Source: an optimization exercise on an open RTL-to-GDS flow (aim: small area, a short achievable clock period and few clock cycles). Production flows keep margins and buffers that such runs may drop. Only simulation tests tie the RTL to the original design; equivalence was not proved. Power figures rest on the tool's default switching activity, not on a simulated workload.

--- design/flow/design.v ---
module adder_32b (a, b, cin, sum);
  input  [31:0] a, b;
  input         cin;
  output [31:0] sum;
  wire [31:0] p0 = a ^ b;
  wire [31:0] g0 = a & b;
  wire [31:0] g1i = {g0[31:1], g0[0] | (p0[0] & cin)};
  wire [31:0] g [0:5];
  wire [31:0] p [0:5];
  assign g[0] = g1i;
  assign p[0] = p0;
  genvar l, k;
  generate
    for (l = 0; l < 5; l = l + 1) begin : g_lvl
      for (k = 0; k < 32; k = k + 1) begin : g_bit
        if (k >= (1 << l)) begin : g_op
          assign g[l+1][k] = g[l][k] | (p[l][k] & g[l][k - (1 << l)]);
          assign p[l+1][k] = p[l][k] & p[l][k - (1 << l)];
        end else begin : g_pass
          assign g[l+1][k] = g[l][k];
          assign p[l+1][k] = p[l][k];
        end
      end
    end
  endgenerate
  assign sum = p0 ^ {g[5][30:0], cin};
endmodule
module reg_file (clk, we, wa, wd, ra1, ra2, rd1, rd2);
  input         clk, we;
  input  [4:0]  wa, ra1, ra2;
  input  [31:0] wd;
  output [31:0] rd1, rd2;
  wire [31:0] r [0:31];
  assign r[0] = 32'd0;
  genvar i;
  generate
    for (i = 1; i < 32; i = i + 1) begin : g_reg
      reg [31:0] q;
      always @(posedge clk)
        if (we && wa == i) q <= wd;
      assign r[i] = q;
    end
  endgenerate
  assign rd1 = r[ra1];
  assign rd2 = r[ra2];
endmodule
module mips_pipeline (rst, clk, inst_adr, inst, data_adr, data_in, data_out, mem_read, mem_write);
  input rst, clk;
  output [31:0] inst_adr;
  input  [31:0] inst;
  output [31:0] data_adr;
  input  [31:0] data_in;
  output [31:0] data_out;
  output mem_read, mem_write;
  localparam [5:0] OP_R = 6'b000000, OP_LW = 6'b100011, OP_SW = 6'b101011,
                   OP_BEQ = 6'b000100, OP_ADDI = 6'b001001, OP_SLTI = 6'b001010,
                   OP_J = 6'b000010, OP_JR = 6'b000110;
  reg [31:0] pc;
  reg [31:0] x_a, x_b, x_bt;
  reg [15:0] x_imm;
  reg        x_wen, x_load, x_store, x_beq, x_jr;
  reg [4:0]  x_dst;
  reg        x_imm_sel, x_sub, x_and, x_or, x_slt;
  reg        x_fa, x_fb;
  reg [31:0] m_res, m_sd;
  reg        m_wen, m_load, m_store;
  reg [4:0]  m_dst;
  wire [31:0] m_val = m_load ? data_in : m_res;
  assign data_adr  = m_res;
  assign data_out  = m_sd;
  assign mem_read  = m_load;
  assign mem_write = m_store;
  wire [31:0] e_a   = x_fa ? m_val : x_a;
  wire [31:0] e_rt  = x_fb ? m_val : x_b;
  wire [31:0] e_b   = x_imm_sel ? {{16{x_imm[15]}}, x_imm} : e_rt;
  wire        e_inv = x_sub | x_slt;
  wire [31:0] e_sum;
  adder_32b ALU_ADD (.a(e_a), .b(e_b ^ {32{e_inv}}), .cin(e_inv), .sum(e_sum));
  wire        e_lt  = (e_a[31] ^ e_b[31]) ? e_a[31] : e_sum[31];
  wire [31:0] e_res = x_and ? (e_a & e_b) :
                      x_or  ? (e_a | e_b) :
                      x_slt ? {31'd0, e_lt} : e_sum;
  wire        e_eq  = (e_a == e_rt);
  wire        e_taken = x_beq & e_eq;
  wire        redirect = e_taken | x_jr;
  wire [31:0] redirect_pc = x_jr ? e_a : x_bt;
  always @(posedge clk) begin
    if (rst) begin
      m_wen   <= 1'b0;
      m_load  <= 1'b0;
      m_store <= 1'b0;
    end else begin
      m_wen   <= x_wen;
      m_load  <= x_load;
      m_store <= x_store;
    end
    m_res <= e_res;
    m_sd  <= e_rt;
    m_dst <= x_dst;
  end
  assign inst_adr = pc;
  wire [5:0]  op    = inst[31:26];
  wire [4:0]  rs    = inst[25:21];
  wire [4:0]  rt    = inst[20:16];
  wire [4:0]  rd    = inst[15:11];
  wire [5:0]  funct = inst[5:0];
  wire [15:0] imm   = inst[15:0];
  wire is_r    = (op == OP_R);
  wire is_lw   = (op == OP_LW);
  wire is_sw   = (op == OP_SW);
  wire is_beq  = (op == OP_BEQ);
  wire is_addi = (op == OP_ADDI);
  wire is_slti = (op == OP_SLTI);
  wire is_j    = (op == OP_J);
  wire is_jr   = (op == OP_JR);
  wire [4:0] dst = is_r ? rd : rt;
  wire       wen = (is_r | is_lw | is_addi | is_slti) & (dst != 5'd0);
  wire f_add = is_r & (funct == 6'b100000);
  wire f_sub = is_r & (funct == 6'b100011);
  wire f_or  = is_r & (funct == 6'b100101);
  wire f_slt = is_r & (funct == 6'b101010);
  wire f_and = is_r & ~(f_add | f_sub | f_or | f_slt);
  wire        w_en = m_wen;
  wire [31:0] rf_a, rf_b;
  reg_file RF (.clk(clk), .we(w_en), .wa(m_dst), .wd(m_val),
               .ra1(rs), .ra2(rt), .rd1(rf_a), .rd2(rf_b));
  wire [31:0] d_a = (w_en && m_dst == rs) ? m_val : rf_a;
  wire [31:0] d_b = (w_en && m_dst == rt) ? m_val : rf_b;
  wire [31:0] pc4 = pc + 32'd4;
  wire [31:0] bt;
  adder_32b BT_ADD (.a(pc4), .b({{14{imm[15]}}, imm, 2'b00}), .cin(1'b0), .sum(bt));
  wire        beq_same = is_beq & (rs == rt);
  always @(posedge clk) begin
    if (rst)
      pc <= 32'd0;
    else if (redirect)
      pc <= redirect_pc;
    else if (is_j)
      pc <= {pc4[31:28], inst[25:0], 2'b00};
    else if (beq_same)
      pc <= bt;
    else
      pc <= pc4;
  end
  wire kill = rst | redirect;
  always @(posedge clk) begin
    if (kill) begin
      x_wen   <= 1'b0;
      x_load  <= 1'b0;
      x_store <= 1'b0;
      x_beq   <= 1'b0;
      x_jr    <= 1'b0;
    end else begin
      x_wen   <= wen;
      x_load  <= is_lw;
      x_store <= is_sw;
      x_beq   <= is_beq & ~beq_same;
      x_jr    <= is_jr;
    end
    x_a       <= d_a;
    x_b       <= d_b;
    x_bt      <= bt;
    x_imm     <= imm;
    x_dst     <= dst;
    x_imm_sel <= ~is_r;
    x_sub     <= f_sub;
    x_and     <= f_and;
    x_or      <= f_or;
    x_slt     <= f_slt | is_slti;
    x_fa      <= x_wen & (x_dst == rs);
    x_fb      <= x_wen & (x_dst == rt);
  end
endmodule
--- design/flow/run.sh ---
#!/bin/bash
# synth_recipe.tcl (not shown) runs the flow's synth.tcl, then flattens the netlist and writes it again
# the make line also repeats each setting of config.mk as NAME=value (left out here)
make -C /OpenROAD-flow-scripts/flow DESIGN_CONFIG=/design/flow/config.mk WORK_HOME=/design/flow/orfs CLKGATE_MAP_FILE= SYNTH_SCRIPT=/design/flow/synth_recipe.tcl finish
--- design/flow/config.mk ---
export PLATFORM = sky130hd
export DESIGN_NAME = mips_pipeline
export DESIGN_NICKNAME = mips_pipeline
export VERILOG_FILES = /design/flow/design.v
export SDC_FILE = /design/flow/constraint.sdc
export NUM_CORES = 4
export LEC_CHECK = 0
export CAP_MARGIN = 20
export CORE_MARGIN = 2
export CORE_UTILIZATION = 40
export PLACE_DENSITY = 0.6
export SETUP_SLACK_MARGIN = 5
export SLEW_MARGIN = 20
--- design/flow/constraint.sdc ---
create_clock -name core_clock -period 10.0 [get_ports {clk}]
set_input_delay 2.0000 -clock core_clock [delete_from_list [all_inputs] [get_ports {clk}]]
set_output_delay 2.0000 -clock core_clock [all_outputs]
set_load 0.01 [all_outputs]
==> impl_metrics.yaml <==
timing:
  rsz0062_at_grt: "true"
  fin_crit_sh: 0.5146
  timing.fmax_mhz: 194.3
  final-setup-viol-count: 0
  final.setup_skew_ns: 0.03524
  fin_crit_ns: 5.146
  relSlewSlack: 0.1810
  hold-worst-slack_ns: 0.3805
  hold_viol_final: 0
  fin_ws_ns: 4.854
  worst_pin_slew_ns: 1.226
  timing.setup.tns_ns: 0
  drv_slew: 0
placed_design:
  gp_congestion: 0.9911
  hpwlAfterDp_um: 149400
  dpl_worst_slack_ns: 3.566
  io_buffers: 163
  place_inst: 6046
route:
  drcViolationCount: 0
  firstDrtPassIters: 12
  drt-total-wl_um: 265700
  via_per_inst: 7.469
  drt_iter0_drc: 9924
  wl_per_cell_um: 41.84
  drtAntennaViolNets: 0
  num_vias: 47420
final_layout:
  fill_cells: 11910
  regArea_um2: 34460
  area_growth_syn_to_layout_pct: 18.48
  drive_above_1_share: 0.1465
  layout.nets: 4597
  stdcell_count: 6349
  multi_input_area_um2: 20390
setup_path:
  cp-start-kind: "primary input"
  worst_r2r_path_depth: 11
  required_ns: 10.67
  cp-end-kind: "register"
  crit_start: "inst[19]"
  cpMaxStageDelayCell: "clkdlybuf4s50_1"
  worstSetupPathType: "primary input to register"
  reg2reg_from: "m_load"
  critPathMaxFanout: 14
  cp_data_arrival_time_ns: 5.82
  slowest_delay_ns: 0.82
  crit_chain: "clkdlybuf4s50_1 -> or3b_2 -> nor2_4 -> buf_4 -> buf_4 -> a22oi_1 -> nand4_1 -> nor3_4 -> o22ai_1"
  path_common_cell: "buf_4"
  rrSetupSlack_ns: 5.30
  r2r_end: "pc[9]"
global_route:
  grt_remaining_overflow: 0
  grtUsageTotal: 0.3645
  antenna_found_initial: 13
  grt_pass1_vias: 44000
  grt_max_degree: 53
  grt_pass1_wl_um: 355800
clock_tree:
  clk_pin_slew_ns: 0.06
  cts_buffer_depth: 3
  htreeDepth: 4
  cts_buffers: 131
  clockRootBuffer: "clkbuf_16"
  cts_tree: "done"
  clock_latency_ns: 0.79
  clock-sinks: 1225
  cts-hold-fix-buffers: 0
min_path:
  hold_depth: 0
  min_path_type: "register to register"
  worstHoldStart: "pc[1]"
  holdPathEnd: "x_bt[1]"
power:
  power_density_nw_per_um2: 211.7
  irDropWorstVdd_v: 0.0001673
  combPwrFrac: 0.179
  p_leak_nw: 21.53
  seqPwrFrac: 0.461
  intPower_mw: 9.799
  power_frac_clock: 0.360
  p_sw_frac: 0.2882
  switchingPower_mw: 3.967
floorplan:
  die_area_um2: 140200
  io_pins: 164
  placementRows: 135
  dieWidth_um: 374.5
  initial_core_util: 0.4042
  die_h_um: 374.5
  coreArea_um2: 135800
logic_synthesis:
  avgSynthCellArea_um2: 12.90
  yosys-top-cells-area: "edfxtp_1 (54%), dfxtp_1 (8.5%), a22oi_1 (5.5%)"
  yosysTopAreaCellShare: 0.5426
  yosysUniqueCellTypes: 85
  async_flop_share: 0
  yosysTopAreaCell: "edfxtp_1"
  syn_inst: 4255
  yosysSeqAreaShare: 0.6276
  synth_flop_cell: "edfxtp_1"
  synthesis.nets: 4392
  ys_ff_latch: 1225
  synth_area_um2: 54900
  yosysWarnings: 3
  synth_edf_count: 992
status:
  outcome: "timing/DRC/antenna clean"
flow_run:
  maxCapViolCount: 0
==> cells in the mapped netlist (15+ instances only) <==
master and instances:
a211oi_1 19, a21o_1 46, a21oi_1 134, a221oi_1 249, a222oi_1 65, a22o_1 249
a22oi_1 403, and3_1 33, buf_1 23, clkbuf_1 258, dfxtp_1 233, edfxtp_1 992
ha_1 69, inv_1 94, mux2i_1 69, nand2_1 101, nand2b_1 17, nand3_1 178
nand4_1 119, nor2_1 203, nor3_1 78, nor4_1 23, o21a_1 15, o21ai_0 109
o22ai_1 81, xnor2_1 87, xor2_1 85
==> cell type report <==
type                       count  area share
sequential                  1225      0.5298
clock buffer                 166     0.05435
multi-input combinational   2631      0.3135
tap                         1781     0.03426
inverter                     100    0.006926
timing repair buffer         357     0.04858
timing repair inverter        14    0.001077
clock inverter                73     0.01141
antenna                        2  0.00007695
==> cell families after synthesis <==
kind of cell | share of synthesized area
buffers and inverters | 0.02872
multiplexers | 0.02076
adder cells (fa/ha/maj) | 0.01646
flip-flops | 0.6276
XOR/XNOR | 0.02744
AO/OA/AOI/OAI | 0.2037
AND/OR/NAND/NOR | 0.07528
==> power groups by stage <==
stage | logic, mW | registers (mW) | clock network, mW
final | 2.46 | 6.34 | 4.96
after global routing | 2.53 | 6.35 | 5.14
after CTS | 2.21 | 6.34 | 4.92
after detailed placement | 2.01 | 6.44 | 0
after global placement | 1.99 | 6.44 | 0
after floorplan | 1.01 | 6.41 | 0
==> layer usage <==
| metal | GRT usage | part of all wire | vias to the layer above |
|---|---|---|---|
| met2 | 0.5105 | 0.39 | 5153 |
| met4 | 0.2329 | 0.089 | 25 |
| met1 | 0.4450 | 0.33 | 22870 |
| met3 | 0.1776 | 0.18 | 1516 |
| li1 | - | - | 17860 |
| met5 | 0.003774 | 0.0021 | - |
==> worst max path at each step <==
stage,slack [ns],cells after the start,endpoint
after floorplan,5.03,14,m_res[28]
after global placement,3.42,11,pc[9]
after detailed placement,3.57,15,m_res[24]
after CTS,5.01,13,m_res[30]
after global routing,4.93,16,m_res[24]
final,4.85,9,x_b[21]
==> cell usage in the layout, fill, tap and decap left out, types with 15 or more instances in the layout <==
master	count
a222oi_1	65
nand4_1	119
ha_1	65
a21oi_1	112
mux2i_4	40
xnor2_1	87
clkbuf_16	135
nor2_1	109
mux2i_2	15
nor3_1	60
a21oi_2	21
a22oi_1	403
mux2i_1	36
o21a_1	15
xor2_1	85
nor4_1	17
buf_4	190
nand3_1	176
clkdlybuf4s50_1	159
nor2_4	94
and3_1	33
clkinvlp_4	18
o22ai_1	81
inv_1	78
nand2_1	99
edfxtp_1	992
a221oi_1	249
a22o_1	249
nor3_2	17
o21ai_0	101
clkbuf_1	27
a211oi_1	16
dfxtp_1	229
clkinv_1	29
a21o_1	46
==> repair_timing <==
action / in CTS / in global routing
buffers inserted: 21 / 25
cloned: 14 / 0
resized for setup: 100 / 68
endpoints found under the setup margin: 83 / 51
pin swaps: 2 / 12
==> sequential cells by signal, summed over array words and instances (netlist names), 5 cells and up <==
register / flops
m_res: 32
m_dst: 5
x_b: 32
x_dst: 5
RF.g.q: 992
x_bt: 32
x_imm: 16
x_a: 32
m_sd: 32
pc: 32
==> metrics by stage <==
stage / instance area [um^2] / power, mW / util
final: 65040 / 13.77 / 0.4789
after detailed placement: 59490 / 8.447 / 0.4380
after floorplan: 54900 / 7.422 / -
after global routing: 65030 / 14.02 / 0.4789
after global placement: 59440 / 8.428 / 0.4377
after CTS: 64480 / 13.47 / 0.4748
==> critical path, delay by kind of cell <==
| kind | cells | cell delay (ns) |
|---|---|---|
| buffers and inverters | 3 | 1.72 |
| AO/OA/AOI/OAI | 2 | 0.27 |
| AND/OR/NAND/NOR | 4 | 1.75 |
Testbench counts, summed over its fixed seeds: cycles 45,965.

[separate check: timing with driven ports]
The results above use ideal ports. As a check the final layout listed here was re-extracted and re-timed, cells and wires unchanged.
Step 1: set_driving_cell puts a clkbuf_16 on clk and a buf_2 on each other input, an assumption about the parent block.
Step 2 also shifts input and output timing later by t, the mid clock arrival at the registers, as if the neighbouring blocks saw the same clock.
Slacks: ideal / step 1 / step 2; pairs: ideal / step 1.
t (ns): 0.844
slack for setup (ns): 4.854 / 4.757 / 3.913
worst hold slack (ns): 0.381 / 0.381 / 0.381
worst register clock-pin slew, ns: 0.07 / 0.07
cell pins on the clock port's net: 1
After both steps this run still meets setup and hold. The setup slack of this run moves by -0.097 ns with the drivers and by -0.941 ns with both steps.
